Context: an optimization exercise on an open-source flow, tuned for small area, a short achievable clock period and few clock cycles. The choices shown serve that exercise and are no tape-out recipe.
In this exercise RTL edits were held to simulation tests only and were not proved equivalent to the original.
No activity file was given, so power comes from the tool's default toggle rates.

$ cat design/flow/config.mk
export PLATFORM = sky130hd
export DESIGN_NAME = xtea
export DESIGN_NICKNAME = xtea
export VERILOG_FILES = /design/flow/design.v
export SDC_FILE = /design/flow/constraint.sdc
export NUM_CORES = 4
export LEC_CHECK = 0
export CAP_MARGIN = 20
export CORE_MARGIN = 2
export CORE_UTILIZATION = 40
export SETUP_SLACK_MARGIN = 2.5
export SLEW_MARGIN = 20
export BUFFER_PORTS_ARGS = -buffer_cell sky130_fd_sc_hd__buf_2
$ cat design/flow/constraint.sdc
create_clock -name core_clock -period 7.5 [get_ports {clk}]
set_input_delay 1.5000 -clock core_clock [delete_from_list [all_inputs] [get_ports {clk}]]
set_output_delay 1.5000 -clock core_clock [all_outputs]
set_load 0.01 [all_outputs]
$ cat design/flow/design.v
`default_nettype none
module xtea_core(
                 input wire           clk,
                 input wire           reset_n,
                 input wire           encdec,    
                 input wire           start,     
                 input wire           mode_we,   
                 input wire           mode_new,  
                 output wire          busy,
                 output wire          ready,
                 input wire [127 : 0] key,       
                 input wire [63 : 0]  block,     
                 output wire          swap,      
                 output wire [63 : 0] result     
                );
  localparam [31 : 0] DELTA        = 32'h9e3779b9;
  localparam [31 : 0] DEC_INIT     = ~32'hc6ef3720;  
  localparam [1 : 0]  DEC_INIT_SEL = 2'd2;          
  logic          busy_reg;
  logic [5 : 0]  hr_reg;         
  logic [31 : 0] sum_reg;        
  logic [1 : 0]  sel_reg;        
  logic [31 : 0] rk_reg;         
  logic          swap_reg;       
  logic [31 : 0] a_reg;          
  logic [31 : 0] b_reg;          
  logic          last;
  logic          step;
  logic [31 : 0] sum_next;
  logic [32 : 0] rk33;
  logic [1 : 0]  sel_next;
  logic [31 : 0] keyw;
  logic [31 : 0] f;
  logic [32 : 0] new33;
  assign busy   = busy_reg;
  assign last   = busy_reg && (hr_reg == 6'h0);
  assign ready  = !busy_reg || last;
  assign swap   = swap_reg;
  assign result = {a_reg, b_reg};
  assign step = busy_reg || start;
  always_comb
    begin
      case (sel_reg)
        2'd0: keyw = key[127 : 96];
        2'd1: keyw = key[95 : 64];
        2'd2: keyw = key[63 : 32];
        default: keyw = key[31 : 0];
      endcase
    end
  assign rk33  = {sum_reg, 1'b1} + {keyw ^ {32{!encdec}}, !encdec};
  assign f     = ({b_reg[27 : 0], 4'h0} ^ {5'h0, b_reg[31 : 5]}) + b_reg;
  assign new33 = {a_reg, 1'b1} + {f ^ rk_reg, !encdec};
  assign sum_next = sum_reg + DELTA;
  always_comb
    begin
      if (!hr_reg[0])
        sel_next = encdec ? sum_next[12 : 11] : ~sum_next[1 : 0];
      else
        sel_next = encdec ? sum_reg[1 : 0] : ~sum_reg[12 : 11];
    end
  always_ff @ (posedge clk or negedge reset_n)
    begin : ctrl_update
      if (!reset_n)
        begin
          busy_reg <= 1'b0;
          hr_reg   <= 6'h0;
        end
      else
        begin
          if (step && !last)
            hr_reg <= hr_reg + 6'h1;
          if (start)
            busy_reg <= 1'b1;
          else if (last)
            busy_reg <= 1'b0;
        end
    end
  always_ff @ (posedge clk)
    begin : dp_update
      rk_reg <= rk33[32 : 1];
      if (start)
        begin
          swap_reg <= !encdec;
          a_reg    <= encdec ? block[63 : 32] : block[31 : 0];
          b_reg    <= encdec ? block[31 : 0]  : block[63 : 32];
        end
      else if (busy_reg)
        begin
          a_reg <= b_reg;
          b_reg <= new33[32 : 1];
        end
      if (mode_we)
        begin
          sum_reg <= mode_new ? 32'h0 : DEC_INIT;
          sel_reg <= mode_new ? 2'd0 : DEC_INIT_SEL;
        end
      else if (last)
        begin
          sum_reg <= encdec ? 32'h0 : DEC_INIT;
          sel_reg <= encdec ? 2'd0 : DEC_INIT_SEL;
        end
      else if (step)
        begin
          if (!hr_reg[0])
            sum_reg <= sum_next;
          sel_reg <= sel_next;
        end
    end
endmodule  
`default_nettype none
module xtea(
            input wire               clk,
            input wire               reset_n,
            input wire               cs,
            input wire               we,
            input wire      [7 : 0]  address,
            input wire      [31 : 0] write_data,
            output wire     [31 : 0] read_data
           );
  localparam ADDR_CTRL    = 8'h08;
  localparam ADDR_CONFIG  = 8'h0a;
  localparam ADDR_ROUNDS  = 8'h0c;
  localparam ADDR_KEY0    = 8'h10;
  localparam ADDR_BLOCK0  = 8'h20;
  localparam CORE_NAME0   = 32'h78746561;  
  localparam CORE_NAME1   = 32'h2d313238;  
  localparam CORE_VERSION = 32'h302e3630;  
  logic [31 : 0] key_reg [0 : 3];
  logic [31 : 0] block_reg [0 : 1];
  logic          encdec_reg;
  logic          wr;
  logic          start;
  logic          mode_we;
  logic          busy;
  logic          ready;
  logic          swap;
  logic          rd_b;
  logic [63 : 0] result;
  logic [31 : 0] const_data;
  assign wr      = cs && we && !busy;
  assign start   = wr && (address == ADDR_CTRL) && write_data[1];
  assign mode_we = wr && ((address == ADDR_CONFIG) || (address == ADDR_ROUNDS));
  xtea_core core(
                 .clk(clk),
                 .reset_n(reset_n),
                 .encdec(encdec_reg),
                 .start(start),
                 .mode_we(mode_we),
                 .mode_new(write_data[0]),
                 .busy(busy),
                 .ready(ready),
                 .key({key_reg[0], key_reg[1], key_reg[2], key_reg[3]}),
                 .block({block_reg[0], block_reg[1]}),
                 .swap(swap),
                 .result(result)
                );
  always_ff @ (posedge clk)
    begin : reg_update
      if (mode_we)
        encdec_reg <= write_data[0];
      if (wr && (address[7 : 2] == ADDR_KEY0[7 : 2]))
        key_reg[address[1 : 0]] <= write_data;
      if (wr && (address[7 : 1] == ADDR_BLOCK0[7 : 1]))
        block_reg[address[0]] <= write_data;
    end
  always_comb
    begin : const_mux
      if (address[3])
        const_data = {31'h0, ready};
      else if (address[1])
        const_data = CORE_VERSION;
      else if (address[0])
        const_data = CORE_NAME1;
      else
        const_data = CORE_NAME0;
    end
  assign rd_b      = address[0] ^ swap;
  assign read_data = address[5] ? (rd_b ? result[31 : 0] : result[63 : 32]) :
                     const_data;
endmodule  
$ cat design/flow/flow/run.sh
#!/bin/bash
# Standard layout, but the port buffers inserted during placement use
# buf_2 cells (the default choice is a slow delay buffer).
set -euo pipefail
cat >> config.mk <<'EOC'
export BUFFER_PORTS_ARGS = -buffer_cell sky130_fd_sc_hd__buf_2
EOC
bash standard.sh > standard.log 2>&1
$ cat design/flow/standard.sh
#!/bin/bash
# synth_recipe.tcl (not shown) runs the flow's synth.tcl, then flattens the netlist and writes it again
# the make line also repeats each setting of config.mk as NAME=value (left out here)
make -C /OpenROAD-flow-scripts/flow DESIGN_CONFIG=/design/flow/config.mk WORK_HOME=/design/flow/orfs CLKGATE_MAP_FILE= SYNTH_SCRIPT=/design/flow/synth_recipe.tcl "${@:-finish}"
==> results of run 1 <==
-- routing by layer --
metal	track usage (%)	vias up	wire, um
li1	-	6298	-
met1	30.4	6522	24200
met2	32.2	348	23000
met3	3.11	57	2870
met4	4.74	2	939
met5	0	-	11
-- stage by stage --
stage	utilization [%]	setup WS, ns	hold slack (ns)	std cells	power (uW)
after floorplan	-	2.50	0.446	1634	2350
after global placement	42.9	2.25	0.474	2274	2480
after detailed placement	42.9	2.21	0.473	2274	2490
after CTS	45.8	2.46	0.484	2349	4360
after global routing	46.1	2.35	0.507	2355	4500
final	46.1	2.62	0.477	2355	4330
-- where the power goes --
group	switching [uW]	internal, uW
Combinational	248	165
Clock	735	1130
Sequential	23.9	2030
Total	1010	3330
-- critical path, cell delays in order (launching register included) --
cell and delay [ns]:
edfxtp_1 0.46, xor2_1 0.18, ha_1 0.38, a211o_1 0.35, a211o_1 0.23, nand4_1 0.17
o21ai_0 0.18, a21oi_1 0.27, xnor2_1 0.18, ha_1 0.41, nand4_1 0.26, a2111oi_4 0.28
o31ai_2 0.14, or2_2 0.33, o21ai_2 0.17, o2111ai_1 0.18, a21oi_1 0.18, xnor2_1 0.14
a21oi_1 0.09
-- what timing repair did --
action                     CTS  global route
gates cloned                 0             0
hold buffers                 0             0
setup endpoints to repair   11            13
setup buffers               10             6
gates resized for setup      6            27
pin swaps                    3            10
hold endpoints to repair     0             0
-- kinds of logic (layout without fill, tap and decap cells) --
group | after synthesis | after routing
AOI/OAI and AO/OA | 425 | 425
and+or+nand+nor | 367 | 367
DFF | 331 | 331
xor gates and xnor gates | 204 | 204
muxes | 110 | 110
adders and majority gates | 105 | 105
buffers and inverters | 92 | 206
-- cell type report --
class | instances | share of cell area [%]
well taps | 607 | 3.54
flip-flops and latches | 331 | 44.6
multi-input cells | 1211 | 42.5
inverters | 33 | 0.577
repair buffers | 108 | 3.02
clock buffers | 47 | 4.53
clock inverters | 18 | 1.26
-- path summary, 6_finish.rpt --
check | startpoint | endpoint | slack (ns) | cells past startpoint
max reg2reg | core.b_reg[2] | core.b_reg[31] | 2.62 | 18
min | core.hr_reg[5] | core.hr_reg[5] | 0.48 | 1
max | core.b_reg[2] | core.b_reg[31] | 2.62 | 18
min reg2reg | core.hr_reg[5] | core.hr_reg[5] | 0.48 | 1
max in group asynchronous | reset_n | core.hr_reg[0] | 6.54 | 1
min in group asynchronous | reset_n | core.hr_reg[5] | 0.80 | 1
-- cell usage in the layout (no fill, tap or decap), types with 9 or more instances in the layout --
cell,n
a21oi_1,122
clkbuf_1,9
xnor2_1,133
nor3_1,11
o21bai_1,13
nand3_1,27
o21ai_0,124
nor2_1,86
buf_2,75
ha_1,98
a31oi_1,15
mux4_2,33
inv_1,33
or3_1,12
nand4_1,14
a21o_1,46
o21a_1,17
buf_4,31
nand2b_1,14
dfxtp_1,32
xor2_1,66
edfxtp_1,292
nor2b_1,22
a211oi_1,11
clkbuf_16,37
mux2i_1,76
nand2_1,144
==> impl_results.md, run 1 <==
- Max rail drop VDD: approximately 0.00012 V
- Worst-path fanout max: 7
- Area leader, netlist: edfxtp_1
- Htree depth: 2
- Die area: 48900 um2
- Power per Cell Area: slightly above 200 nW/um2
- Fin Setup TNS: 0 ns
- Final Cell Area: approximately 21000 um2
- Worst Max-Slew Pin Slew: ~1.0 ns
- Worst Setup Path Type: reg -> reg
- Rows: 79
- Footprint of the multi-input gates: 9120 um2
- Buffers on Ports: 75
- Fraction of the mapped netlist area in adder cells: 7.05%
- Die X: approximately 220 um
- DP HPWL: ~38000 um
- Ant. Diodes: 0
- Leak pwr: 0.00814 uW
- Primary FF master, synth: edfxtp_1
- Synth cell count leaders: edfxtp_1, nand2_1, xnor2_1
- Final setup viols: 0
- EDFF count, synth: between 200 and 300
- DR vias: ~13000
- Seq/Total Area, Yosys: slightly above 50%
- CTS Root Cell: clkbuf_16
- Post-synthesis compound-gate area fraction: approximately 14%
- Final Cycle Share: about 65%
- Syn nets: 1783
- Global-route wire length before repair: between 70000 and 80000 um
- Routed wire length: between 50000 and 60000 um
- Nets: between 1500 and 2000
- Avg WL per Cell: between 20 and 25 um
- Initial Util: 40.5%
- Slew HR: between 30% and 40%
- Outcome: finished clean
- Clock sink count: 331
- Pin count of the biggest net entering global routing: 96
- Crit path arrival time: 5.11 ns
- TritonCTS clock tree: yes
- Final Hold Fails: 0
- Vias in the first global route: between 10000 and 15000
- FF/Latch Area: roughly 9600 um2
- Async SR Flop Fraction: under 10%
- Fmax achieved: 0.205 GHz
- Startpoint types: register
- Area grow syn2layout: 13.9%
- Num CTS Buffers: 36
- Fin crit period: a little under 5 ns
- Skew final: between 0.015 and 0.02 ns
- Max reg flops: between 100 and 150
- HP Class: reg -> reg
- DR DRC count: 0
- CP Capture Type: register
- Skew-Pair Late Insertion Delay: about 0.53 ns
- Largest family of logic cells by synthesized area: compound AO/OA/AOI/OAI gates
- Clock Tree Buf Depth: 3
- Cell variety after synth: 64
- Synthesis Warnings: 2
- Gpl congestion: about 0.91
- RSZ-0062 raised after global routing: yes
- I/O pins: 76
- Synth Area per Inst: 11.5 um2
- Max Cap Viol: 0
- Most common cell in the synthesized netlist: edfxtp_1
- Post-route ant nets: 0
- Global route overflow: 0
- Initial DRC count: around 1200
- DP Area: about 20000 um2
- Area contributors post-synth: edfxtp_1, ha_1, xnor2_1, mux2i_1, mux4_2
- Cells after Synth: about 1600
- Die Span Y: between 200 and 250 um
- Post-Synth XOR/XNOR Area: 9.47%
- Worst path required time: slightly below 8 ns
- Post-synthesis mux area share: under 10%
- Clk pin slew, worst setup/hold paths: ~0.06 ns
- Antenna violations before repair: 3
- Synth Area in Simple Gates: 8.90%
- Drt first pass iters: 6
- Share of cells above drive strength 1: around 14%
- Fin. max-slew vios: 0
- Post-synth top area share: between 40% and 50%
- Synth Register Bits: about 330
- Fill count: around 4200
- All-Layer GR Usage: between 20% and 30%
- Core region area: 46600 um2
- Post-Syn Area: 18900 um2
- Via density: 5.62
Testbench counts, summed over its fixed seeds: cycles 35,648.
==> run 2: changes to the inputs <==
==> design/flow/flow/run.sh (replaced) <==
#!/bin/bash
# Standard layout, but the port buffers inserted during placement use
# buf_4 cells (the default choice is a slow delay buffer).
set -euo pipefail
cat >> config.mk <<'EOC'
export BUFFER_PORTS_ARGS = -buffer_cell sky130_fd_sc_hd__buf_4
EOC
bash standard.sh > standard.log 2>&1
--- a/design/flow/config.mk
+++ b/design/flow/config.mk
@@ -6,4 +6,5 @@
 export NUM_CORES = 4
 export LEC_CHECK = 0
+export ABC_AREA = 1
 export CAP_MARGIN = 20
 export CORE_MARGIN = 2
@@ -11,3 +12,3 @@
 export SETUP_SLACK_MARGIN = 2.5
 export SLEW_MARGIN = 20
-export BUFFER_PORTS_ARGS = -buffer_cell sky130_fd_sc_hd__buf_2
+export BUFFER_PORTS_ARGS = -buffer_cell sky130_fd_sc_hd__buf_4
==> run 2 against run 1 <==
- first-iteration DRC count increased by 22%
- still clean
- largest cell class is now multi-input combinational cells
- die area increased by 6.6%
- critical endpoint is now read_data[0]
- non-clock buffer count fell by 13
- total power down 8.9%
- register-to-register slack improved by 0.43 ns
- global-route usage up 3.2 points
- sequential cell count is the same
==> impl_results.md, run 2 <==
- Primary FF master, synth: edfxtp_1
- Async SR Flop Fraction: under 10%
- Worst-path fanout max: 32
- Fin. max-slew vios: 0
- Post-CTS resize count: 0
- RSZ-0062 raised after global routing: no
- R2r setup slk: 3.05 ns
- Area grow syn2layout: 13.0%
- Worst Max-Slew Pin Slew: between 0.9 and 1 ns
- Area contributors post-synth: edfxtp_1, nand2_1, ha_1, xor2_1, nor2_1
- HP Class: reg -> reg
- Most common cell after layout, fill and taps aside: nand2_1
- Top layer in use: met4
- Clock Tree Buf Depth: 3
- Share of cells above drive strength 1: between 8 and 9%
- Power per Cell Area: ~170 nW/um2
- Buffers on Ports: 75
- Seq/Total Area, Yosys: 47.6%
- All-Layer GR Usage: about a quarter
- Routed wire length: roughly 63000 um
- Pin count of the biggest net entering global routing: 66
- Slew HR: 37.8%
- Outcome: finished clean
- FF-to-FF End: core.b_reg[31]
- Num CTS Buffers: 37
- Skew final: around 0.026 ns
- CTS Root Cell: clkbuf_16
- Synth Register Bits: about 330
- Hold_sp: core.hr_reg[5]
- Gpl congestion: a little under 1
- Worst path required time: 6.00 ns
- Initial Util: 40.3%
- Ant. Diodes: 0
- Area leader, netlist: edfxtp_1
- Global-route wire length before repair: roughly 95000 um
- Final Cycle Share: a little over three fifths
- Syn nets: around 2500
- DP HPWL: about 48000 um
- Reg-to-Reg Start: core.b_reg[5]
- EDFF count, synth: between 200 and 300
- Cell variety after synth: a little over 50
- Clock sink count: 331
- CP Capture Type: output port
- R2r worst-path depth: 23
- Max reg flops: 128
- WL met1: 28400 um
- Vias in the first global route: 16100
- Rows: 82
- Initial DRC count: approximately 1500
- Synth Area per Inst: slightly below 9 um2
- Worst hold endpoint: core.hr_reg[5]
- Clk pin slew, worst setup/hold paths: ~0.060 ns
- Global route overflow: 0
- TritonCTS clock tree: yes
- Most common cell in the synthesized netlist: nand2_1
- FF/Latch Area: roughly 9600 um2
- Post-synth top area share: roughly 44%
- Cts-stage hold buffer count: 0
- Post-Syn Area: roughly 20000 um2
- Leak pwr: roughly 0.0094 uW
- Hold depth: 1
- Startpoint types: input pin
- Via density: between 5 and 6
- Fill count: between 4000 and 5000
- Fin Setup TNS: 0 ns
- Final core occ: 45.5%
- I/O pins: 76
- Postcts setup bufs: 0
- Die area: 52100 um2
- Nets: 2554
- Cells after Synth: 2327
- Die Span Y: about 230 um
- Worst Setup Path Type: in -> out
- Footprint of the multi-input gates: approximately 9600 um2
- Final setup viols: 0
- Drt first pass iters: 5
- Max Cap Viol: 0
- Fin crit period: 4.75 ns
- DR DRC count: 0
- Most frequent cells in the layout: nand2_1, edfxtp_1, nor2_1
- Crit path arrival time: 3.25 ns
- Met2 WL post-DR: 28700 um
- Final Hold Fails: 0
- Die X: between 200 and 250 um
- Avg WL per Cell: slightly above 20 um
- Max rail drop VDD: roughly 0.00017 V
- Skew-Pair Late Insertion Delay: approximately 0.56 ns
- Core region area: between 40000 and 50000 um2
- Htree depth: 2
- Post-route ant nets: 0
- Synthesis Warnings: 2
- Synth cell count leaders: nand2_1, edfxtp_1, nor2_1
- Fmax achieved: ~0.21 GHz
- Antenna violations before repair: 6
- Met3 wire length: 3440 um
- DR vias: between 15000 and 20000
## run 2: cell type report
class / count / share of cell area, %
Clock inverter: 14 / 0.605
Inverter: 203 / 3.35
Sequential cell: 331 / 42.1
Clock buffer: 51 / 4.62
Multi-Input combinational cell: 1737 / 42.2
Timing Repair Buffer: 95 / 3.42
Tap cell: 672 / 3.69
## run 2: per-stage QoR
stage          setup WS (ns)  instance area, um2  cells  total power, uW  hold slack, ns
6_report                2.75               22800   3103             3950           0.479
5_1_grt                 2.63               22800   3103             4080           0.502
4_1_cts                 2.74               22700   3100             4000           0.477
3_5_place_dp            2.75               21500   3035             2190           0.467
3_3_place_gp            2.81               21500   3034             2180           0.462
2_1_floorplan           2.58               20100   2327             2100           0.442
## run 2: worst max-delay path: stages
cell	delay (ns)
buf_4	0.15
or2_2	0.29
nand2_1	0.06
buf_4	0.29
inv_1	0.19
o21ai_0	0.21
a21oi_1	0.08
o21ai_0	0.27
buf_4	0.18
## run 2: kinds of logic after synthesis
logic type,after synthesis,share of synthesized area [%]
muxes,16,0.796
xor gates and xnor gates,167,7.27
AOI/OAI and AO/OA,444,12.3
DFF,331,47.6
adders and majority gates,105,6.60
buffers and inverters,259,4.94
and+or+nand+nor,1005,20.4
## run 2: worst max path at each step
stage	start	end
2_1_floorplan	address[5]	key_reg[2][0]
3_3_place_gp	address[0]	read_data[0]
3_5_place_dp	address[0]	read_data[0]
4_1_cts	address[0]	read_data[0]
5_1_grt	address[0]	read_data[0]
6_report	address[0]	read_data[0]
## run 2: power breakdown
group	switching (uW)	internal, uW	total, uW
registers	2.35	2000	2000
clock network	746	1060	1800
logic	96.8	51.3	148
## run 2: routing by layer
layer  global-route usage, %  up-vias
met5                       0        -
met2                    39.1      515
met3                    3.11      109
met1                    32.8     7753
li1                        -     8078
met4                    7.92        0
==> run 3: changes to the inputs <==
--- a/design/flow/config.mk
+++ b/design/flow/config.mk
@@ -6,5 +6,4 @@
 export NUM_CORES = 4
 export LEC_CHECK = 0
-export ABC_AREA = 1
 export CAP_MARGIN = 20
 export CORE_MARGIN = 2
==> run 3 against run 2 <==
- total power is 6.8% higher
- largest cell class is now sequential cells
- largest power group unchanged
- wire length shrank 19%
- count of clock-buffer cells in the layout shrank 1
==> impl_results.md, run 3 <==
- Outcome: finished clean
- Routing usage on met3: 2.26%
- Post-synth top area share: a little under half
- P_int: 3220 uW
- Ant. Diodes: 0
- Final Power: 4220 uW
- Most common cell after layout, fill and taps aside: edfxtp_1
- PnR worst setup slack: 2.64 ns
- Avg WL per Cell: roughly 21 um
- Worst Max-Slew Pin Slew: slightly above 1 ns
- Startpoint types: register
- Crit path max-delay family: compound AO/OA/AOI/OAI gates
- Reg power frac: about half
- Skew final: 0.0201 ns
- DP HPWL: 37800 um
- Antenna violations before repair: 0
- Nets: about 1900
- Drt first pass iters: 5
- Cells along the critical path: xor2_1 -> ha_2 -> a211o_1 -> a211o_1 -> nand4_1 -> o21ai_1 -> a31oi_1 -> nor3_2 -> a21oi_2 -> xnor2_2 -> ha_2 -> nand2_1 -> a2111oi_4 -> o31ai_2 -> or2_2 -> o21ai_2 -> o2111ai_2 -> a21oi_2 -> xnor2_1 -> a21oi_1
- Final Cell Area: approximately 22000 um2
- Core region area: approximately 47000 um2
- Pin count of the biggest net entering global routing: 96
- Global-route wire length before repair: between 70000 and 80000 um
- Area contributors post-synth: edfxtp_1, ha_1, xnor2_1, mux2i_1, mux4_2
- Fin. max-slew vios: 0
- Fmax achieved: around 0.2 GHz
- Area leader, netlist: edfxtp_1
- Max Cap Viol: 0
- Max reg flops: 128
- Max rail drop VDD: approximately 0.00014 V
- FF/Latch Area: between 9000 and 10000 um2
- Cts-stage hold buffer count: 0
- Post-Place Cells: 2275
- Area grow syn2layout: 14.5%
- Most Crowded Layer GR: met2
- EDFF count, synth: between 200 and 300
- Worst-path fanout max: 6
- Synth Register Bits: 331
- Die X: 221 um
- Final Cycle Share: 64.7%
- CTS Root Cell: clkbuf_16
- Global route overflow: 0
- Synth cell count leaders: edfxtp_1, nand2_1, xnor2_1
- Fin crit period: a little under 5 ns
- Final Hold Fails: 0
- CP max-delay cell: edfxtp_1
- Syn nets: 1783
- Net load switching power: ~1000 uW
- Post-route insts no fill: around 2400
- Htree depth: 2
- DR DRC count: 0
- Seq/Total Area, Yosys: ~50%
- Die area: ~49000 um2
- Post-route ant nets: 0
- Buffers on Ports: 75
- Footprint of the multi-input gates: roughly 9100 um2
- Crit path arrival time: 5.09 ns
- Post-Syn Area: between 15000 and 20000 um2
- Share of cells above drive strength 1: between 10 and 15%
- DP Area: 20200 um2
- Synthesis Warnings: 2
- All-Layer GR Usage: about 20%
- Clk pin slew, worst setup/hold paths: around 0.06 ns
- Initial DRC count: 1157
- Worst Setup Path Type: reg -> reg
- Primary FF master, synth: edfxtp_1
- Fill count: between 4000 and 5000
- Worst path required time: around 7.7 ns
- GR Util met1: 30.2%
- Die Span Y: between 200 and 250 um
- Power per Cell Area: ~200 nW/um2
- Skew-Pair Late Insertion Delay: between 0.5 and 0.6 ns
- Switch share: about a quarter
- Routed wire length: 50600 um
- Initial Util: between 40% and 50%
- Synth Area per Inst: approximately 12 um2
- Final setup viols: 0
- Clock power frac: a little over 40%
- Pre-CTS setup slack: between 2 and 2.5 ns
- Clock sink count: around 330
- Cell variety after synth: 64
- Vias in the first global route: ~13000
- Comb pwr share: approximately 10%
- Cells after Synth: ~1600
- Slew HR: 31.5%
- Fin Setup TNS: 0 ns
- Rows: just under 80
- Routing usage on met2: a little under a third
- RSZ-0062 raised after global routing: yes
- Clock Tree Buf Depth: 3
- Via density: around 5.6
- Gpl congestion: roughly 0.94
- HP Class: reg -> reg
- CP Capture Type: register
- DR vias: around 13000
- TritonCTS clock tree: yes
- CP peak stage delay: 0.48 ns
- I/O pins: 76
- Crit path buffers/inverters: 0
- Most frequent cells in the layout: edfxtp_1, nand2_1, xnor2_1
- Num CTS Buffers: 37
- Async SR Flop Fraction: 2.11%
- Most common cell in the synthesized netlist: edfxtp_1
- Leak pwr: just over 0.008 uW
==> run 3: cell types whose count changed after synthesis, sizes merged, moves of 33 or more <==
| cell | change |
|---|---|
| nand2 | -444 |
| inv | -169 |
| nor2 | -150 |
| xnor2 | +102 |
| nand3 | -93 |
| xor2 | -65 |
| mux2i | +61 |
| a21oi | -46 |
| o21ai | -36 |
| a21o | +35 |
| mux4 | +33 |
==> run 3: final timing paths <==
path                                 from        endpoint  slack, ns  depth (start not counted)
setup / recovery            core.b_reg[2]  core.b_reg[31]       2.64                         20
hold / removal             core.hr_reg[5]  core.hr_reg[5]       0.49                          1
setup reg to reg            core.b_reg[2]  core.b_reg[31]       2.64                         20
hold reg to reg            core.hr_reg[5]  core.hr_reg[5]       0.49                          1
max in group asynchronous         reset_n   core.busy_reg       6.60                          1
min in group asynchronous         reset_n  core.hr_reg[4]       0.78                          1
==> run 3: worst register-to-register path: cells and delay by family, from the launching register on <==
kind	cells	cell delay, ns
xor gates and xnor gates	3	0.44
AOI/OAI and AO/OA	11	2.16
DFF	1	0.48
adders and majority gates	2	0.74
and+or+nand+nor	4	0.72
==> run 3: area by class of cell <==
class                           instances  share of cell area (%)
Clock buffer                           50                    4.65
Inverter                               33                   0.574
Tap cell                              607                    3.52
Multi-Input combinational cell       1211                    42.3
Sequential cell                       331                    44.4
Timing Repair Buffer                  112                    3.95
Clock inverter                         14                   0.626
==> run 3: kinds of logic after synthesis <==
group / count (synthesis) / share of synthesized area [%]
and+or+nand+nor: 367 / 8.90
buffers and inverters: 92 / 1.84
xor gates and xnor gates: 204 / 9.47
adders and majority gates: 105 / 7.05
AOI/OAI and AO/OA: 425 / 13.9
DFF: 331 / 50.8
muxes: 110 / 8.05
==> run 3: power by group through the flow <==
stage / logic, uW / clock network [uW] / registers (uW)
final: 430 / 1740 / 2050
after global routing: 473 / 1840 / 2050
after floorplan: 270 / 0 / 2080
after detailed placement: 409 / 0 / 2090
after global placement: 407 / 0 / 2090
after CTS: 414 / 1770 / 2050
==> run 3: through the flow <==
step                util (%)  hold WS, ns
floorplan                  -        0.446
global placement        43.2        0.467
detailed placement      43.3        0.487
CTS                     45.8        0.497
global route            46.4        0.499
finish                  46.4        0.488
==> run 3: timing repair <==
item,4_1_cts,5_1_grt
endpoints found under the setup margin,9,13
gates resized for setup,4,37
hold endpoints to repair,0,0
setup buffers,3,16
pin swaps,0,10
==> run 3: per-layer routing <==
layer / vias up / routed length [um]
met1: 6453 / 24300
met2: 382 / 22500
met3: 64 / 2600
li1: 6311 / -
met5: - / 0
met4: 0 / 1170
==> run 4: changes to the inputs <==
==> design/flow/flow/run.sh (replaced) <==
#!/bin/bash
# Standard layout, but the port buffers inserted during placement use
# buf_1 cells (the default choice is a slow delay buffer).
set -euo pipefail
cat >> config.mk <<'EOC'
export BUFFER_PORTS_ARGS = -buffer_cell sky130_fd_sc_hd__buf_1
EOC
bash standard.sh > standard.log 2>&1
--- a/design/flow/config.mk
+++ b/design/flow/config.mk
@@ -8,6 +8,6 @@
 export CAP_MARGIN = 20
 export CORE_MARGIN = 2
-export CORE_UTILIZATION = 40
+export CORE_UTILIZATION = 65
 export SETUP_SLACK_MARGIN = 2.5
 export SLEW_MARGIN = 20
-export BUFFER_PORTS_ARGS = -buffer_cell sky130_fd_sc_hd__buf_4
+export BUFFER_PORTS_ARGS = -buffer_cell sky130_fd_sc_hd__buf_1
==> run 4 against run 3 <==
- still clean
- combinational power decreased by 4.7%
- sequential cell count stayed put
- via count is 2.8% higher
- cell area is 2.9% lower
- critical path depth fell by 2
- setup slack better by 0.052 ns
- register-to-register slack gained 0.05 ns
- highest routed layer unchanged
==> impl_results.md, run 4 <==
- Initial DRC count: roughly 1500
- Cells after Synth: ~1600
- Post-synth top area share: between 40% and 50%
- Max rail drop VDD: 0.000259 V
- Synth Area per Inst: between 10 and 15 um2
- Syn nets: around 1800
- Area contributors post-synth: edfxtp_1, ha_1, xnor2_1, mux2i_1, mux4_2
- GR Util met1: between 40% and 50%
- DP Area: just under 20000 um2
- All-Layer GR Usage: between 30% and 40%
- Fin. max-slew vios: 0
- Worst-path fanout max: 7
- Most common cell in the synthesized netlist: edfxtp_1
- Area leader, netlist: edfxtp_1
- Skew-Pair Late Insertion Delay: roughly 0.53 ns
- Routing usage on met2: around half
- I/O pins: 76
- Leak pwr: a little under 0.008 uW
- Worst Setup Path Type: reg -> reg
- Startpoint types: register
- Final setup viols: 0
- Gpl congestion: 0.957
- Vias in the first global route: about 13000
- TritonCTS clock tree: yes
- Outcome: finished clean
- Post-Syn Area: around 19000 um2
- Most Crowded Layer GR: met1
- Final Hold Fails: 0
- Slew HR: between 20% and 30%
- Synth Register Bits: ~330
- Global route overflow: 0
- Die area: approximately 30000 um2
- Clock sink count: about 330
- Final Power: ~4100 uW
- HP Class: reg -> reg
- Drt first pass iters: 6
- Worst Max-Slew Pin Slew: roughly 1.1 ns
- Pin count of the biggest net entering global routing: 97
- Worst hold slack: just over 0.5 ns
- Global-route wire length before repair: 76000 um
- Initial Util: between 60% and 70%
- Max reg flops: between 100 and 150
- Crit path arrival time: ~5.0 ns
- DR vias: 13600
- Share of cells above drive strength 1: about 10%
- Final Cell Area: around 21000 um2
- Cts-stage hold buffer count: 0
- Fill count: slightly below 2000
- Max Cap Viol: 0
- Async SR Flop Fraction: ~2.1%
- Clk pin slew, worst setup/hold paths: approximately 0.060 ns
- Synth cell count leaders: edfxtp_1, nand2_1, xnor2_1
- Synthesis Warnings: 2
- Fmax achieved: about 0.21 GHz
- Post-route ant nets: 0
- Area grow syn2layout: 11.2%
- Antenna violations before repair: 0
- Die X: approximately 170 um
- Nets: around 1900
- Cell variety after synth: 64
- Num CTS Buffers: 35
- Primary FF master, synth: edfxtp_1
- Rows: 62
- R2r setup slk: 2.70 ns
- EDFF count, synth: 292
- Clock Tree Buf Depth: 3
- Buffers on Ports: 75
- Post-route insts no fill: between 2000 and 2500
- Routing usage on met3: slightly below 6%
- DP HPWL: 35200 um
- Worst path required time: approximately 7.7 ns
- Fin Setup TNS: 0 ns
- Routed wire length: 49300 um
- Most common cell after layout, fill and taps aside: edfxtp_1
- Avg WL per Cell: ~23 um
- Ant. Diodes: 0
- Fin crit period: 4.80 ns
- RSZ-0062 raised after global routing: yes
- Post-Place Cells: a little over 2000
- Final Cycle Share: approximately 64%
- CP Capture Type: register
- CTS Root Cell: clkbuf_16
- Skew final: between 0.03 and 0.04 ns
- Seq/Total Area, Yosys: 50.8%
- Via density: about 6.3
- Htree depth: 2
- Die Span Y: around 170 um
- Core region area: 28600 um2
- Power per Cell Area: 194 nW/um2
- Most frequent cells in the layout: edfxtp_1, nand2_1, xnor2_1
- DR DRC count: 0
run 4: path summary, 6_finish.rpt:
kind                                startpoint              to  cells past startpoint
worst min-delay path            core.hr_reg[5]  core.hr_reg[5]                      1
min in group asynchronous              reset_n  core.hr_reg[1]                      1
worst max register to register   core.b_reg[6]  core.b_reg[31]                     18
max in group asynchronous              reset_n  core.hr_reg[5]                      1
worst max-delay path             core.b_reg[6]  core.b_reg[31]                     18
worst min register to register  core.hr_reg[5]  core.hr_reg[5]                      1
run 4: kinds of logic after synthesis:
group	synth area share [%]
multiplexers	8.05
AND/OR/NAND/NOR	8.90
AO/OA/AOI/OAI	13.9
flip-flops	50.8
XOR/XNOR	9.47
buffers and inverters	1.84
adder cells (fa/ha/maj)	7.05
run 4: worst max-delay path, cell delays in order (launching register included):
cell	delay [ns]
edfxtp_1	0.52
buf_4	0.21
ha_4	0.26
a211o_1	0.31
a211o_1	0.23
nand4_1	0.18
o21ai_0	0.18
a21oi_1	0.31
xnor2_1	0.16
ha_1	0.40
nand4_1	0.28
a2111oi_4	0.28
o31ai_2	0.14
or2_2	0.33
o21ai_2	0.18
o2111ai_2	0.15
a21oi_2	0.16
xnor2_1	0.13
a21oi_1	0.09
run 4: final cells by class:
type	count	area (um2)	area share [%]
sequential	331	9580	45.7
multi-input combinational	1211	9120	43.5
clock buffer	46	948	4.52
timing repair buffer	118	608	2.90
tap	384	480	2.29
inverter	33	124	0.591
clock inverter	17	101	0.483
run 4: power breakdown:
part           total, uW  leakage, uW  switching (uW)  internal [uW]
Sequential          2050      0.00299            24.5           2030
Clock               1600     0.000521             702            898
Combinational        410      0.00436             250            160
Total               4060      0.00787             977           3090
run 4: through the flow:
step                      setup WS (ns)  utilization, %
after global routing               2.45            73.2
after CTS                          2.52            72.3
final                              2.70            73.2
after floorplan                    2.50               -
after global placement             2.37            68.4
after detailed placement           2.25            68.4
run 4: what timing repair did:
item / 4_1_cts / 5_1_grt
gates resized for setup: 4 / 35
setup endpoints to repair: 5 / 14
pin swaps: 1 / 13
buffers inserted: 9 / 16
run 4: per-layer routing:
metal | vias up | part of all wire [%]
met5 | - | 0
met4 | 0 | 2.1
met3 | 72 | 9.3
met2 | 616 | 44
met1 | 6579 | 45
li1 | 6313 | -
==> run 5: changes to the inputs <==
--- a/design/flow/config.mk
+++ b/design/flow/config.mk
@@ -9,4 +9,6 @@
 export CORE_MARGIN = 2
 export CORE_UTILIZATION = 65
+export CTS_CLUSTER_DIAMETER = 60
+export CTS_CLUSTER_SIZE = 35
 export SETUP_SLACK_MARGIN = 2.5
 export SLEW_MARGIN = 20
==> run 5 against run 4 <==
- area after synthesis unchanged
- wire length down 1.3%
- sequential cell count unchanged
- maximum frequency hardly changed
- synthesized cell count unchanged
==> impl_results.md, run 5 <==
- Fin. max-slew vios: 0
- Final Hold Fails: 0
- Cell variety after synth: between 60 and 70
- Worst Max-Slew Pin Slew: 1.06 ns
- Pin count of the biggest net entering global routing: 97
- Worst hold slack: 0.506 ns
- Htree depth: 1
- DR DRC count: 0
- Crit path arrival time: approximately 5.1 ns
- Power per Cell Area: roughly 190 nW/um2
- Slew HR: slightly below 30%
- Global route overflow: 0
- PnR worst setup slack: ~2.7 ns
- Seq/Total Area, Yosys: 50.8%
- Avg WL per Cell: between 20 and 25 um
- Cells after Synth: roughly 1600
- Global-route wire length before repair: 74600 um
- Antenna violations before repair: 0
- HP Class: reg -> reg
- DR vias: 13500
- Rows: 62
- Post-Syn Area: between 15000 and 20000 um2
- Share of cells above drive strength 1: between 10% and 20%
- RSZ-0062 raised after global routing: yes
- Area leader, netlist: edfxtp_1
- Initial DRC count: ~1500
- Skew-Pair Late Insertion Delay: roughly 0.57 ns
- Worst path required time: 7.77 ns
- Syn nets: about 1800
- Fill count: a little under 2000
- Area grow syn2layout: 11.2%
- Hold depth: 1
- CTS Root Cell: clkbuf_16
- Fin Setup TNS: 0 ns
- Worst hold endpoint: core.hr_reg[5]
- Die X: about 170 um
- Via density: approximately 6.4
- Worst-path fanout max: 7
- Crit path buffers/inverters: 1
- Gpl congestion: roughly 0.96
- Most common cell in the synthesized netlist: edfxtp_1
- Buffers on Ports: 75
- Crit path launch: core.b_reg[2]
- Fmax achieved: around 0.21 GHz
- EDFF count, synth: about 290
- Hold_sp: core.hr_reg[5]
- Synth Area per Inst: about 12 um2
- Primary FF master, synth: edfxtp_1
- Num CTS Buffers: 27
- Nets: approximately 1900
- Final Power: around 4100 uW
- Post-route ant nets: 0
- Max rail drop VDD: 0.000246 V
- Worst Setup Path Type: reg -> reg
- Die Span Y: ~170 um
- Synth Register Bits: between 300 and 400
- Max Cap Viol: 0
- Crit path max-delay family: compound AO/OA/AOI/OAI gates
- Skew final: roughly 0.028 ns
- DP Area: around 20000 um2
- CP Depth: 18
- All-Layer GR Usage: 32.0%
- Drt first pass iters: 5
- DP HPWL: 35200 um
- Die area: a little over 30000 um2
- Startpoint types: register
- I/O pins: 76
- CP Capture Type: register
- Most common cell after layout, fill and taps aside: edfxtp_1
- Pre-CTS setup slack: between 2 and 2.5 ns
- Clock sink count: 331
- FF-to-FF End: core.b_reg[31]
- Cells along the critical path: buf_4 -> ha_1 -> o21a_1 -> a211o_1 -> nand4_1 -> o21ai_0 -> a21oi_1 -> xnor2_1 -> ha_1 -> nand4_1 -> a2111oi_4 -> o31ai_2 -> or2_2 -> o21ai_2 -> o2111ai_2 -> a21oi_2 -> xnor2_1 -> a21oi_1
- Final Cycle Share: about 64%
- Final Cell Area: between 20000 and 25000 um2
- Most frequent cells in the layout: edfxtp_1, nand2_1, xnor2_1
- CP peak stage delay: around 0.46 ns
- Cts-stage hold buffer count: 0
- Area contributors post-synth: edfxtp_1, ha_1, xnor2_1, mux2i_1, mux4_2
- R2r worst-path depth: 18
- Ant. Diodes: 0
- Clk pin slew, worst setup/hold paths: 0.09 ns
- CP max-delay cell: edfxtp_1
- Async SR Flop Fraction: 2.11%
- TritonCTS clock tree: yes
- Routed wire length: just under 50000 um
- R2r setup slk: between 2 and 3 ns
- Fin crit period: just under 5 ns
- Clock Tree Buf Depth: 3
- Core region area: between 20000 and 30000 um2
- Final setup viols: 0
- Synthesis Warnings: 2
- Leak pwr: around 0.008 uW
- Synth cell count leaders: edfxtp_1, nand2_1, xnor2_1
- Max reg flops: 128
- Reg-to-Reg Start: core.b_reg[2]
- Vias in the first global route: ~13000
- Post-synth top area share: between 40% and 50%
- Outcome: finished clean
- Initial Util: 65.9%
## run 5: cell counts after synthesis
No cell type changed its count.
## run 5: kinds of logic (layout without fill, tap and decap cells)
group | Yosys count | count (layout) | synth area share (%)
simple gates | 367 | 367 | 8.90
mux | 110 | 110 | 8.05
compound gates | 425 | 425 | 13.9
buf+inv | 92 | 201 | 1.84
xor+xnor | 204 | 204 | 9.47
fa+ha+maj | 105 | 105 | 7.05
flops | 331 | 331 | 50.8
## run 5: timing repair
| item | 4_1_cts | 5_1_grt |
|---|---|---|
| pin swaps | 1 | 15 |
| buffers inserted | 9 | 17 |
| cloned | 0 | 0 |
| resized for setup | 4 | 34 |
| endpoints found under the setup margin | 5 | 14 |
## run 5: final cells by class
class                      instances  area, um2  share of cell area (%)
clock buffer                      27        676                    3.22
multi-input combinational       1211       9120                    43.5
tap                              384        480                    2.29
timing repair buffer             119        616                    2.94
inverter                          33        124                   0.591
clock inverter                    22        365                    1.74
sequential                       331       9580                    45.7
## run 5: how the worst max path moves through the flow
stage                     slack, ns              to
after floorplan                2.50   key_reg[2][0]
after global placement         2.37  core.b_reg[31]
after detailed placement       2.25  core.b_reg[31]
after CTS                      2.51  core.b_reg[31]
after global routing           2.44  core.b_reg[31]
final                          2.69  core.b_reg[31]
## run 5: worst register-to-register path, delay by kind of cell, from the launching register on
family          cells  cell delay, ns
buf+inv             1            0.19
xor+xnor            2            0.29
fa+ha+maj           2            0.75
simple gates        3            0.77
compound gates     10            2.03
flops               1            0.46
## run 5: layer usage
| layer | track usage (%) | wire (um) |
|---|---|---|
| met1 | 48.5 | 21700 |
| met2 | 48.3 | 21200 |
| met3 | 6.30 | 4790 |
| met4 | 7.04 | 999 |
| met5 | 0 | 0 |
## run 5: power breakdown
part | internal (uW) | switching, uW
logic | 160 | 248
clock network | 780 | 819
registers | 2030 | 23.6
total | 2960 | 1090
## run 5: metrics by stage
| stage | instances | util (%) |
|---|---|---|
| 2_1_floorplan | 1634 | - |
| 3_3_place_gp | 2052 | 68.4 |
| 3_5_place_dp | 2052 | 68.4 |
| 4_1_cts | 2110 | 72.3 |
| 5_1_grt | 2127 | 73.2 |
| 6_report | 2127 | 73.2 |
==> run 6: changes to the inputs <==
--- a/design/flow/config.mk
+++ b/design/flow/config.mk
@@ -9,6 +9,7 @@
 export CORE_MARGIN = 2
 export CORE_UTILIZATION = 65
-export CTS_CLUSTER_DIAMETER = 60
-export CTS_CLUSTER_SIZE = 35
+export CTS_BUF_LIST = sky130_fd_sc_hd__clkbuf_8
+export CTS_CLUSTER_DIAMETER = 50
+export CTS_CLUSTER_SIZE = 25
 export SETUP_SLACK_MARGIN = 2.5
 export SLEW_MARGIN = 20
==> run 6 against run 5 <==
- cell area decreased by 1.3%
- die area unchanged
- area after synthesis unchanged
- still clean on timing, DRC and antenna
- sequential cell count unchanged
- total power decreased by 10%
- critical endpoint unchanged
- count of clock-buffer cells in the layout increased by 8
- clock power decreased by 26%
==> impl_results.md, run 6 <==
- DP HPWL: approximately 35000 um
- Hold depth: 1
- Ant. Diodes: 0
- Post-Syn Area: 18900 um2
- Syn nets: about 1800
- Post-route ant nets: 0
- Area contributors post-synth: edfxtp_1, ha_1, xnor2_1, mux2i_1, mux4_2
- Via density: 6.29
- Final core occ: 72.3%
- Core region area: between 20000 and 30000 um2
- Primary FF master, synth: edfxtp_1
- Pin count of the biggest net entering global routing: 97
- Synth cell count leaders: edfxtp_1, nand2_1, xnor2_1
- Worst Setup Path Type: reg -> reg
- Reg-to-Reg Start: core.b_reg[2]
- Most common cell after layout, fill and taps aside: edfxtp_1
- Htree depth: 2
- Worst path required time: around 7.7 ns
- CTS Root Cell: clkbuf_8
- Antenna violations before repair: 0
- Max reg flops: 128
- I/O pins: 76
- DR DRC count: 0
- Fmax achieved: 0.208 GHz
- Cts-stage hold buffer count: 0
- Max Cap Viol: 0
- Gpl congestion: roughly 0.96
- Clock Tree Buf Depth: 3
- Clock sink count: about 330
- Clk pin slew, worst setup/hold paths: between 0.1 and 0.15 ns
- Max rail drop VDD: roughly 0.00020 V
- Die area: slightly above 30000 um2
- Power per Cell Area: between 150 and 200 nW/um2
- Area grow syn2layout: 9.69%
- Worst hold endpoint: core.hr_reg[5]
- Post-synth top area share: 46.5%
- DR vias: 13500
- Final Hold Fails: 0
- Startpoint types: register
- HP Class: reg -> reg
- Fin crit period: 4.82 ns
- Fill count: 2026
- Seq/Total Area, Yosys: 50.8%
- Global route overflow: 0
- Leak pwr: between 0.007 and 0.008 uW
- Global-route wire length before repair: roughly 74000 um
- R2r setup slk: about 2.7 ns
- Outcome: finished clean
- RSZ-0062 raised after global routing: yes
- Skew final: between 0.04 and 0.05 ns
- R2r worst-path depth: 18
- Nets: between 1500 and 2000
- Fin Setup TNS: 0 ns
- Die X: around 170 um
- Area leader, netlist: edfxtp_1
- Worst-path fanout max: 7
- Drt first pass iters: 8
- Final Cycle Share: approximately 64%
- Cell variety after synth: 64
- Async SR Flop Fraction: under 10%
- Fin. max-slew vios: 0
- Skew-Pair Late Insertion Delay: between 0.5 and 0.6 ns
- Die Span Y: 174 um
- Synthesis Warnings: 2
- Initial DRC count: 1486
- Final Power: 3650 uW
- Synth Register Bits: roughly 330
- Most frequent cells in the layout: edfxtp_1, nand2_1, xnor2_1
- Rows: 62
- Buffers on Ports: 75
- Footprint of the multi-input gates: slightly above 9000 um2
- TritonCTS clock tree: yes
- Share of cells above drive strength 1: ~11%
- CP Capture Type: register
- Slew HR: a little under a third
- Final setup viols: 0
- Routed wire length: around 48000 um
- Cells after Synth: about 1600
- FF/Latch Area: about 9600 um2
- Most common cell in the synthesized netlist: edfxtp_1
- Worst Max-Slew Pin Slew: 1.05 ns
- EDFF count, synth: 292
- Synth Area per Inst: around 12 um2
- Avg WL per Cell: between 20 and 25 um
- Num CTS Buffers: 34
- Crit path arrival time: 5.06 ns
- Initial Util: between 60 and 70%
- All-Layer GR Usage: between 30% and 40%
- Vias in the first global route: ~13000
- Hold_sp: core.hr_reg[5]
- FF-to-FF End: core.b_reg[31]
## run 6: cell counts after synthesis
Identical to the previous run, type by type.
## run 6: kinds of logic after synthesis
| group | Yosys count | synth area share [%] |
|---|---|---|
| XOR/XNOR | 204 | 9.47 |
| AO/OA/AOI/OAI | 425 | 13.9 |
| adder cells (fa/ha/maj) | 105 | 7.05 |
| flip-flops | 331 | 50.8 |
| multiplexers | 110 | 8.05 |
| AND/OR/NAND/NOR | 367 | 8.90 |
| buffers and inverters | 92 | 1.84 |
## run 6: worst max-delay path: stages (launching register included)
cell and delay, ns:
edfxtp_1 0.46, buf_4 0.19, ha_1 0.35, o21a_1 0.23, a211o_1 0.30, nand4_1 0.17
o21ai_0 0.18, a21oi_1 0.32, xnor2_1 0.16, ha_1 0.40, nand4_1 0.28, a2111oi_4 0.28
o31ai_2 0.15, or2_2 0.33, o21ai_2 0.18, o2111ai_2 0.15, a21oi_2 0.16, xnor2_1 0.13
a21oi_1 0.09
## run 6: worst max path at each step
stage / startpoint / end / cells after the start
finish: core.b_reg[2] / core.b_reg[31] / 18
CTS: core.b_reg[6] / core.b_reg[31] / 19
global placement: core.b_reg[5] / core.b_reg[31] / 21
global route: core.b_reg[2] / core.b_reg[31] / 18
detailed placement: core.b_reg[5] / core.b_reg[31] / 21
floorplan: address[6] / key_reg[2][0] / 4
## run 6: routing by layer
metal  vias up  part of all wire, %  global-route usage (%)
met5         -                    0                       0
met2       580                   44                    47.5
met3        70                  8.8                    6.47
li1       6312                    -                       -
met1      6491                   45                    47.4
met4         0                  2.3                    7.77
## run 6: layout make-up
type,count,area share [%]
Clock buffer,35,2.33
Timing Repair Buffer,120,3.01
Sequential cell,331,46.3
Tap cell,384,2.32
Multi-Input combinational cell,1211,44.3
Inverter,33,0.599
Clock inverter,26,1.12
## run 6: power breakdown
group          internal [uW]  total [uW]  switching, uW
Combinational            160         408            247
Clock                    488        1190            705
Sequential              2030        2050           23.8
Total                   2670        3650            976
## run 6: metrics by stage
stage,hold WS (ns),std cells,area (um2),worst slack [ns]
5_1_grt,0.523,2140,20700,2.47
4_1_cts,0.519,2122,20400,2.51
2_1_floorplan,0.446,1634,18900,2.50
6_report,0.516,2140,20700,2.68
3_5_place_dp,0.469,2052,19600,2.25
3_3_place_gp,0.465,2052,19600,2.37
## run 6: what timing repair did
action	CTS	global route
pin swaps	1	17
setup endpoints to repair	6	14
gates resized for setup	4	43
buffers inserted	9	18
==> run 7: changes to the inputs <==
--- a/design/flow/config.mk
+++ b/design/flow/config.mk
@@ -10,7 +10,7 @@
 export CORE_UTILIZATION = 65
 export CTS_BUF_LIST = sky130_fd_sc_hd__clkbuf_8
-export CTS_CLUSTER_DIAMETER = 50
-export CTS_CLUSTER_SIZE = 25
-export SETUP_SLACK_MARGIN = 2.5
+export CTS_CLUSTER_DIAMETER = 40
+export CTS_CLUSTER_SIZE = 20
+export SETUP_SLACK_MARGIN = 2.2
 export SLEW_MARGIN = 20
 export BUFFER_PORTS_ARGS = -buffer_cell sky130_fd_sc_hd__buf_1
==> run 7 against run 6 <==
- via count down 0.95%
- total power up 5.6%
- hold slack worse by 0.027 ns
- critical path type unchanged
- highest routed layer unchanged
==> impl_results.md, run 7 <==
- Clk pin slew, worst setup/hold paths: approximately 0.080 ns
- Drt first pass iters: 5
- Initial DRC count: approximately 1300
- Area contributors post-synth: edfxtp_1, ha_1, xnor2_1, mux2i_1, mux4_2
- Fill count: 1993
- Rows: slightly above 60
- Die X: about 170 um
- Power per Cell Area: between 150 and 200 nW/um2
- Routed wire length: around 48000 um
- Synth Area per Inst: 11.5 um2
- Post-Syn Area: 18900 um2
- Most frequent cells in the layout: edfxtp_1, nand2_1, xnor2_1
- Worst path required time: ~8 ns
- Max rail drop VDD: 0.000240 V
- Avg WL per Cell: between 20 and 25 um
- Pin count of the biggest net entering global routing: 97
- Synthesis Warnings: 2
- Final Power: approximately 3900 uW
- Worst hold slack: slightly below 0.5 ns
- Share of cells above drive strength 1: 8.87%
- EDFF count, synth: ~290
- Post-synth top area share: between 40 and 50%
- Final Cycle Share: between 60% and 70%
- Global route overflow: 0
- Area leader, netlist: edfxtp_1
- Outcome: finished clean
- Final setup viols: 0
- I/O pins: 76
- Post-route ant nets: 0
- Skew-Pair Late Insertion Delay: around 0.56 ns
- Nets: between 1500 and 2000
- Primary FF master, synth: edfxtp_1
- Via density: roughly 6.3
- Global-route wire length before repair: ~74000 um
- HP Class: reg -> reg
- Async SR Flop Fraction: under 10%
- RSZ-0062 raised after global routing: yes
- Syn nets: between 1500 and 2000
- Core region area: approximately 29000 um2
- Vias in the first global route: 13100
- Clock sink count: 331
- Max Cap Viol: 0
- Most common cell in the synthesized netlist: edfxtp_1
- Worst Max-Slew Pin Slew: 1.02 ns
- Cell variety after synth: 64
- Startpoint types: register
- Buffers on Ports: 75
- Cts-stage hold buffer count: 0
- Fin Setup TNS: 0 ns
- Die area: roughly 30000 um2
- Routing usage on met2: a little under half
- Clock Tree Buf Depth: 3
- Fin. max-slew vios: 0
- Seq/Total Area, Yosys: between 50% and 60%
- All-Layer GR Usage: a little under a third
- CP Capture Type: register
- Initial Util: approximately 66%
- Fmax achieved: 0.200 GHz
- Worst Setup Path Type: reg -> reg
- Footprint of the multi-input gates: 9010 um2
- Area grow syn2layout: 9.06%
- Synth cell count leaders: edfxtp_1, nand2_1, xnor2_1
- Most Crowded Layer GR: met1
- Synth Register Bits: approximately 330
- FF/Latch Area: 9580 um2
- Die Span Y: 174 um
- Slew HR: 32.0%
- Gpl congestion: 0.957
- Crit path arrival time: 5.27 ns
- Skew final: approximately 0.020 ns
- Htree depth: 2
- Fin crit period: 5.00 ns
- DP HPWL: about 35000 um
- Most common cell after layout, fill and taps aside: edfxtp_1
- Final Hold Fails: 0
- CTS Root Cell: clkbuf_8
- Cells after Synth: ~1600
- GR Util met1: 47.9%
- DR DRC count: 0
- DR vias: approximately 13000
- Routing usage on met3: between 5 and 6%
- TritonCTS clock tree: yes
- Max reg flops: between 100 and 150
- Ant. Diodes: 0
- Worst-path fanout max: 7
- Num CTS Buffers: 41
- Antenna violations before repair: 0
- Leak pwr: around 0.0077 uW
==> run 7: cell counts after synthesis <==
No cell type changed its count.
==> run 7: cell type report <==
class	count	share of cell area, %
clock buffer	42	2.81
multi-input combinational	1211	43.8
tap	384	2.34
clock inverter	32	1.59
sequential	331	46.6
timing repair buffer	99	2.24
inverter	33	0.602
==> run 7: path summary, 6_finish.rpt <==
kind / cells after the start / start / endpoint / slack [ns]
max in group asynchronous: 1 / reset_n / core.hr_reg[5] / 6.39
max: 21 / core.b_reg[0] / core.b_reg[31] / 2.50
min reg2reg: 1 / core.hr_reg[5] / core.hr_reg[5] / 0.49
min: 1 / core.hr_reg[5] / core.hr_reg[5] / 0.49
min in group asynchronous: 1 / reset_n / core.hr_reg[2] / 0.82
max reg2reg: 21 / core.b_reg[0] / core.b_reg[31] / 2.50
==> run 7: layer usage <==
layer	share of wire, %	wire length [um]
met1	46	21700
met2	43	20500
met3	8.7	4120
met4	2.6	1220
met5	0	0
==> run 7: repair_timing <==
action | 4_1_cts | 5_1_grt
endpoints found under the setup margin | 0 | 11
hold endpoints to repair | 0 | 0
gates resized for setup | 0 | 12
buffers inserted | 0 | 6
==> run 7: per-stage QoR <==
stage | utilization, % | worst slack (ns) | cells | cell area, um2
final | 71.9 | 2.50 | 2132 | 20600
after detailed placement | 68.4 | 2.25 | 2052 | 19600
after floorplan | - | 2.50 | 1634 | 18900
after global routing | 71.9 | 2.15 | 2132 | 20600
after CTS | 71.5 | 2.20 | 2126 | 20500
after global placement | 68.4 | 2.37 | 2052 | 19600
==> run 7: power by group <==
part	switching [uW]	total (uW)	internal, uW	leakage (uW)
Clock	734	1410	674	0.000467
Combinational	241	397	156	0.00427
Sequential	24.0	2050	2030	0.00299
Total	1000	3860	2860	0.00773
==> run 7: critical path, stage by stage, from the launching register on <==
cell	delay, ns
edfxtp_1	0.47
ha_1	0.29
fa_1	0.43
a21o_1	0.19
a21oi_2	0.20
o211ai_1	0.15
nand3b_1	0.14
a21oi_1	0.16
o21ai_0	0.19
nand2b_1	0.08
a21oi_1	0.18
xnor2_1	0.10
ha_2	0.39
nand2_1	0.09
a2111oi_2	0.35
o31ai_1	0.18
or2_2	0.34
o21ai_2	0.19
o2111ai_2	0.16
a21oi_1	0.18
xnor2_1	0.14
a21oi_1	0.09
==> run 7: cells by family (layout without fill, tap and decap cells) <==
kind of cell | count (synthesis) | after routing | synth area share [%]
multiplexers | 110 | 110 | 8.05
adder cells (fa/ha/maj) | 105 | 105 | 7.05
buffers and inverters | 92 | 206 | 1.84
flip-flops | 331 | 331 | 50.8
AO/OA/AOI/OAI | 425 | 425 | 13.9
XOR/XNOR | 204 | 204 | 9.47
AND/OR/NAND/NOR | 367 | 367 | 8.90
==> run 8: changes to the inputs <==
--- a/design/flow/config.mk
+++ b/design/flow/config.mk
@@ -12,5 +12,5 @@
 export CTS_CLUSTER_DIAMETER = 40
 export CTS_CLUSTER_SIZE = 20
-export SETUP_SLACK_MARGIN = 2.2
+export SETUP_SLACK_MARGIN = 2.8
 export SLEW_MARGIN = 20
 export BUFFER_PORTS_ARGS = -buffer_cell sky130_fd_sc_hd__buf_1
==> run 8 against run 7 <==
- total power increased by 2.6%
- area after synthesis unchanged
- combinational power increased by 9.1%
- final cell count increased by 2.2%
- maximum frequency increased by 6.3%
- critical endpoint unchanged
==> impl_results.md, run 8 <==
- Post-Syn Area: roughly 19000 um2
- Area contributors post-synth: edfxtp_1, ha_1, xnor2_1, mux2i_1, mux4_2
- Skew-Pair Late Insertion Delay: approximately 0.6 ns
- Fmax achieved: between 0.2 and 0.25 GHz
- Nets: about 1900
- Pin count of the biggest net entering global routing: 96
- Synth cell count leaders: edfxtp_1, nand2_1, xnor2_1
- I/O pins: 76
- Final Cycle Share: 62.8%
- Power per Cell Area: 186 nW/um2
- FF/Latch Area: 9580 um2
- Num CTS Buffers: 42
- Synth Area per Inst: roughly 12 um2
- Reg power frac: between 50% and 60%
- Slew HR: between 20 and 30%
- Drt first pass iters: 5
- Footprint of the multi-input gates: ~9300 um2
- Met3 wire length: 4270 um
- Routed wire length: 48700 um
- Initial Util: between 60% and 70%
- Syn nets: between 1500 and 2000
- Worst Max-Slew Pin Slew: between 1 and 1.5 ns
- EDFF count, synth: between 200 and 300
- Antenna violations before repair: 0
- Area leader, netlist: edfxtp_1
- Most frequent cells in the layout: edfxtp_1, nand2_1, xnor2_1
- CTS Root Cell: clkbuf_8
- P_int: approximately 2900 uW
- DR vias: 13700
- Startpoint types: register
- Outcome: finished clean
- Clock Tree Buf Depth: 3
- Top layer in use: met4
- Fill count: about 2000
- Fin Setup TNS: 0 ns
- Fin crit period: ~4.7 ns
- Rows: 62
- Post-route insts no fill: approximately 2200
- Async SR Flop Fraction: under 10%
- Clock sink count: 331
- Vias in the first global route: about 13000
- Reg-to-Reg Start: core.b_reg[6]
- DR DRC count: 0
- WL met1: about 22000 um
- Most common cell in the synthesized netlist: edfxtp_1
- Switch share: about a quarter
- TritonCTS clock tree: yes
- Crit path launch: core.b_reg[6]
- Max reg flops: around 130
- Fin. max-slew vios: 0
- Crit path capture: core.b_reg[31]
- Post-route ant nets: 0
- Share of cells above drive strength 1: 13.6%
- Buffers on Ports: 75
- Comb pwr share: between 10% and 20%
- Via density: approximately 6.3
- Initial DRC count: between 1500 and 2000
- Met2 WL post-DR: between 20000 and 25000 um
- CP Capture Type: register
- Area grow syn2layout: 12.8%
- Cts-stage hold buffer count: 0
- Global route overflow: 0
- Die Span Y: around 170 um
- Clk pin slew, worst setup/hold paths: around 0.09 ns
- Final core occ: 74.3%
- Max Cap Viol: 0
- Die area: 30400 um2
- HP Class: reg -> reg
- Seq/Total Area, Yosys: 50.8%
- Die X: 174 um
- Most common cell after layout, fill and taps aside: edfxtp_1
- Synth Register Bits: approximately 330
- Crit path arrival time: 4.99 ns
- Avg WL per Cell: ~22 um
- Core region area: ~29000 um2
- Gpl congestion: between 0.9 and 1
- Global-route wire length before repair: about 74000 um
- RSZ-0062 raised after global routing: yes
- Max rail drop VDD: between 0.0003 and 0.0004 V
- R2r worst-path depth: 20
- Clock power frac: a little under two fifths
- Cell variety after synth: 64
- Post-synth top area share: between 40% and 50%
- Post-Place Cells: around 2000
- Worst-path fanout max: 6
- Skew final: about 0.044 ns
- Final Hold Fails: 0
- Synthesis Warnings: 2
- Primary FF master, synth: edfxtp_1
- Htree depth: 2
- Net load switching power: 1050 uW
- DP HPWL: ~35000 um
- Ant. Diodes: 0
- Worst path required time: 7.79 ns
- All-Layer GR Usage: 31.7%
- R2r setup slk: about 2.8 ns
- Worst Setup Path Type: reg -> reg
- Cells after Synth: 1634
- Leak pwr: 0.00797 uW
- FF-to-FF End: core.b_reg[31]
- Final setup viols: 0
[run 8: cell count changes in the layout (fill, tap and decap cells not counted), moves of 4 or more]
cell	change
o21ai_0	-10
ha_2	+8
a21oi_1	-12
buf_4	+39
inv_8	-4
o21ai_1	+9
a21oi_2	+10
clkinv_8	+5
ha_1	-11
[run 8: routing by layer]
layer	track usage [%]	vias up
li1	-	6378
met3	4.02	73
met4	6.90	0
met1	48.6	6668
met5	0	-
met2	48.9	581
[run 8: how the worst min path moves through the flow]
stage                               from  slack (ns)             end  cells past startpoint
after detailed placement  core.hr_reg[5]        0.47  core.hr_reg[5]                      1
final                     core.hr_reg[5]        0.49  core.hr_reg[5]                      1
after global placement    core.hr_reg[5]        0.46  core.hr_reg[5]                      1
after floorplan           core.hr_reg[5]        0.45  core.hr_reg[5]                      1
after CTS                 core.hr_reg[5]        0.48  core.hr_reg[5]                      1
after global routing      core.hr_reg[5]        0.50  core.hr_reg[5]                      1
[run 8: what timing repair did]
item                                    CTS  global route
gates cloned                              0             1
endpoints found under the setup margin   20            21
buffers inserted                         23            25
pin swaps                                 5            37
resized for setup                        18            62
hold endpoints to repair                  0             0
[run 8: layout make-up]
type | instances | share of cell area [%]
clock buffer | 43 | 2.78
clock inverter | 35 | 1.84
inverter | 33 | 0.600
multi-input combinational | 1211 | 43.7
sequential | 331 | 45.1
tap | 384 | 2.26
timing repair buffer | 140 | 3.70
timing repair inverter | 1 | 0.0235
[run 8: power by group through the flow]
stage               logic (uW)  clock network (uW)  registers, uW
finish                     433                1470           2050
detailed placement         380                   0           2090
global route               472                1550           2050
floorplan                  270                   0           2080
global placement           373                   0           2090
CTS                        394                1500           2050
[run 8: kinds of logic (layout without fill, tap and decap cells)]
group / count (synthesis) / after routing / share of synthesized area (%)
muxes: 110 / 110 / 8.05
adders and majority gates: 105 / 105 / 7.05
AOI/OAI and AO/OA: 425 / 425 / 13.9
and+or+nand+nor: 367 / 367 / 8.90
buffers and inverters: 92 / 252 / 1.84
xor gates and xnor gates: 204 / 204 / 9.47
DFF: 331 / 331 / 50.8
[run 8: stage by stage]
stage	hold slack, ns	power, uW	setup WS [ns]	instance area, um2
after floorplan	0.446	2350	2.50	18900
after global placement	0.465	2460	2.32	19600
after detailed placement	0.467	2470	2.25	19600
after CTS	0.484	3940	2.71	20800
after global routing	0.502	4080	2.57	21300
final	0.485	3950	2.79	21300
[run 8: critical path: stages, from the launching register on]
cell and delay [ns]:
edfxtp_1 0.50, buf_4 0.19, ha_4 0.26, a211o_1 0.32
a211o_1 0.23, nand4_1 0.17, o21ai_2 0.11, a31oi_4 0.25
nor3_4 0.07, a21oi_2 0.16, xnor2_1 0.18, ha_1 0.35
a21oi_1 0.14, a21boi_0 0.09, a311o_1 0.39, o311ai_4 0.35
o21ai_4 0.12, o2111ai_4 0.22, a21oi_2 0.09, xnor2_1 0.14
a21oi_1 0.10
==> run 9: changes to the inputs <==
--- a/design/flow/config.mk
+++ b/design/flow/config.mk
@@ -12,5 +12,6 @@
 export CTS_CLUSTER_DIAMETER = 40
 export CTS_CLUSTER_SIZE = 20
-export SETUP_SLACK_MARGIN = 2.8
+export PLACE_DENSITY = 0.8
+export SETUP_SLACK_MARGIN = 2.5
 export SLEW_MARGIN = 20
 export BUFFER_PORTS_ARGS = -buffer_cell sky130_fd_sc_hd__buf_1
==> run 9 against run 8 <==
- sequential power is essentially flat
- hold slack better by 0.012 ns
- sequential share of layout area grew 0.81 points
- clock skew is 0.0047 ns higher
- critical path depth fell by 16
- clock power about the same
- still clean
- synthesized cell count unchanged
- setup slack got worse by 0.21 ns
- die area unchanged
- largest cell class unchanged
- final cell count shrank 1.1%
- count of clock-buffer cells in the layout up 1
- area after synthesis unchanged
==> impl_results.md, run 9 <==
- Outcome: finished clean
- Antenna violations before repair: 0
- Power per Cell Area: ~190 nW/um2
- PnR worst setup slack: about 2.6 ns
- Clock Tree Buf Depth: 3
- EDFF count, synth: between 200 and 300
- Avg WL per Cell: 22.5 um
- Synth cell count leaders: edfxtp_1, nand2_1, xnor2_1
- Fmax achieved: 0.203 GHz
- I/O pins: 76
- Pre-CTS setup slack: 2.21 ns
- Startpoint types: input pin
- Post-route ant nets: 0
- Ant. Diodes: 0
- Async SR Flop Fraction: between 2 and 2.5%
- Seq/Total Area, Yosys: between 50% and 60%
- Max reg flops: between 100 and 150
- Crit path launch: address[5]
- Buffers on Ports: 75
- Core region area: roughly 29000 um2
- Worst path required time: around 6 ns
- Skew final: between 0.04 and 0.05 ns
- DR vias: approximately 14000
- Crit path arrival time: about 3.4 ns
- Die X: around 170 um
- Most frequent cells in the layout: edfxtp_1, nand2_1, xnor2_1
- Post-synth top area share: between 40% and 50%
- Global-route wire length before repair: roughly 75000 um
- Leak pwr: 0.00783 uW
- HP Class: reg -> reg
- Share of cells above drive strength 1: 11.3%
- DP HPWL: between 30000 and 40000 um
- Num CTS Buffers: 41
- Die area: approximately 30000 um2
- CTS Root Cell: clkbuf_8
- Routed wire length: between 40000 and 50000 um
- Most common cell in the synthesized netlist: edfxtp_1
- Area contributors post-synth: edfxtp_1, ha_1, xnor2_1, mux2i_1, mux4_2
- Area grow syn2layout: 10.8%
- Die Span Y: roughly 170 um
- Fill count: between 1500 and 2000
- Drt first pass iters: 7
- Max Cap Viol: 0
- Rows: between 60 and 70
- RSZ-0062 raised after global routing: yes
- Slew HR: 30.1%
- TritonCTS clock tree: yes
- Nets: around 1900
- Vias in the first global route: ~13000
run 9: cell counts after synthesis:
No cell type changed its count.
run 9: final timing paths:
path | endpoint | slack (ns) | cells after the start
worst min-delay path | core.hr_reg[5] | 0.50 | 1
worst min register to register | core.hr_reg[5] | 0.50 | 1
min in group asynchronous | core.hr_reg[4] | 0.79 | 1
max in group asynchronous | core.busy_reg | 6.40 | 1
worst max register to register | core.b_reg[31] | 2.73 | 19
worst max-delay path | read_data[14] | 2.58 | 4
run 9: stage by stage:
step                util (%)  cell area (um2)  std cells  hold slack (ns)  total power (uW)
floorplan                  -            18900       1634            0.446              2350
global placement        68.3            19600       2050            0.469              2460
detailed placement      68.3            19600       2050            0.476              2470
CTS                     71.8            20600       2131            0.492              3920
global route            73.0            20900       2153            0.522              4050
finish                  73.0            20900       2153            0.497              3920
run 9: layout make-up:
class | instances | area (um2) | area share, %
repair inverters | 1 | 5.00 | 0.0240
well taps | 384 | 480 | 2.30
repair buffers | 117 | 621 | 2.97
multi-input cells | 1211 | 9120 | 43.7
inverters | 33 | 128 | 0.611
clock inverters | 32 | 348 | 1.66
flip-flops and latches | 331 | 9580 | 45.9
clock buffers | 44 | 606 | 2.90
run 9: per-layer routing:
| metal | global-route usage (%) | share of wire [%] |
|---|---|---|
| met5 | 0 | 0 |
| met4 | 9.00 | 2.6 |
| met3 | 5.23 | 9.2 |
| met2 | 47.2 | 43 |
| met1 | 49.2 | 45 |
run 9: cells by family after synthesis:
logic type               share of synthesized area, %
multiplexers                                     8.05
XOR/XNOR                                         9.47
AND/OR/NAND/NOR                                  8.90
AO/OA/AOI/OAI                                    13.9
adder cells (fa/ha/maj)                          7.05
buffers and inverters                            1.84
flip-flops                                       50.8
run 9: worst max-delay path, cell delays in order:
cell and delay, ns:
clkdlybuf4s15_2 0.54, clkinvlp_2 0.80, o21ai_0 0.38, buf_1 0.19
run 9: timing repair:
| action | CTS | global route |
|---|---|---|
| gates resized for setup | 5 | 35 |
| pin swaps | 0 | 14 |
| endpoints found under the setup margin | 6 | 15 |
| hold buffers | 0 | 0 |
| setup buffers | 4 | 21 |
| cloned | 1 | 0 |
| hold endpoints to repair | 0 | 0 |
run 9: power by group:
part	switching, uW	internal, uW	leakage (uW)
logic	247	160	0.00436
registers	24.2	2030	0.00299
clock network	804	658	0.000488

Check on run 9: ideal ports give 2.581 ns setup slack; a clkbuf_16 on the clock port and buf_2 on the inputs give 2.557 ns; moving port delays by the midpoint clock arrival (0.617 ns) as well gives 2.076 ns.
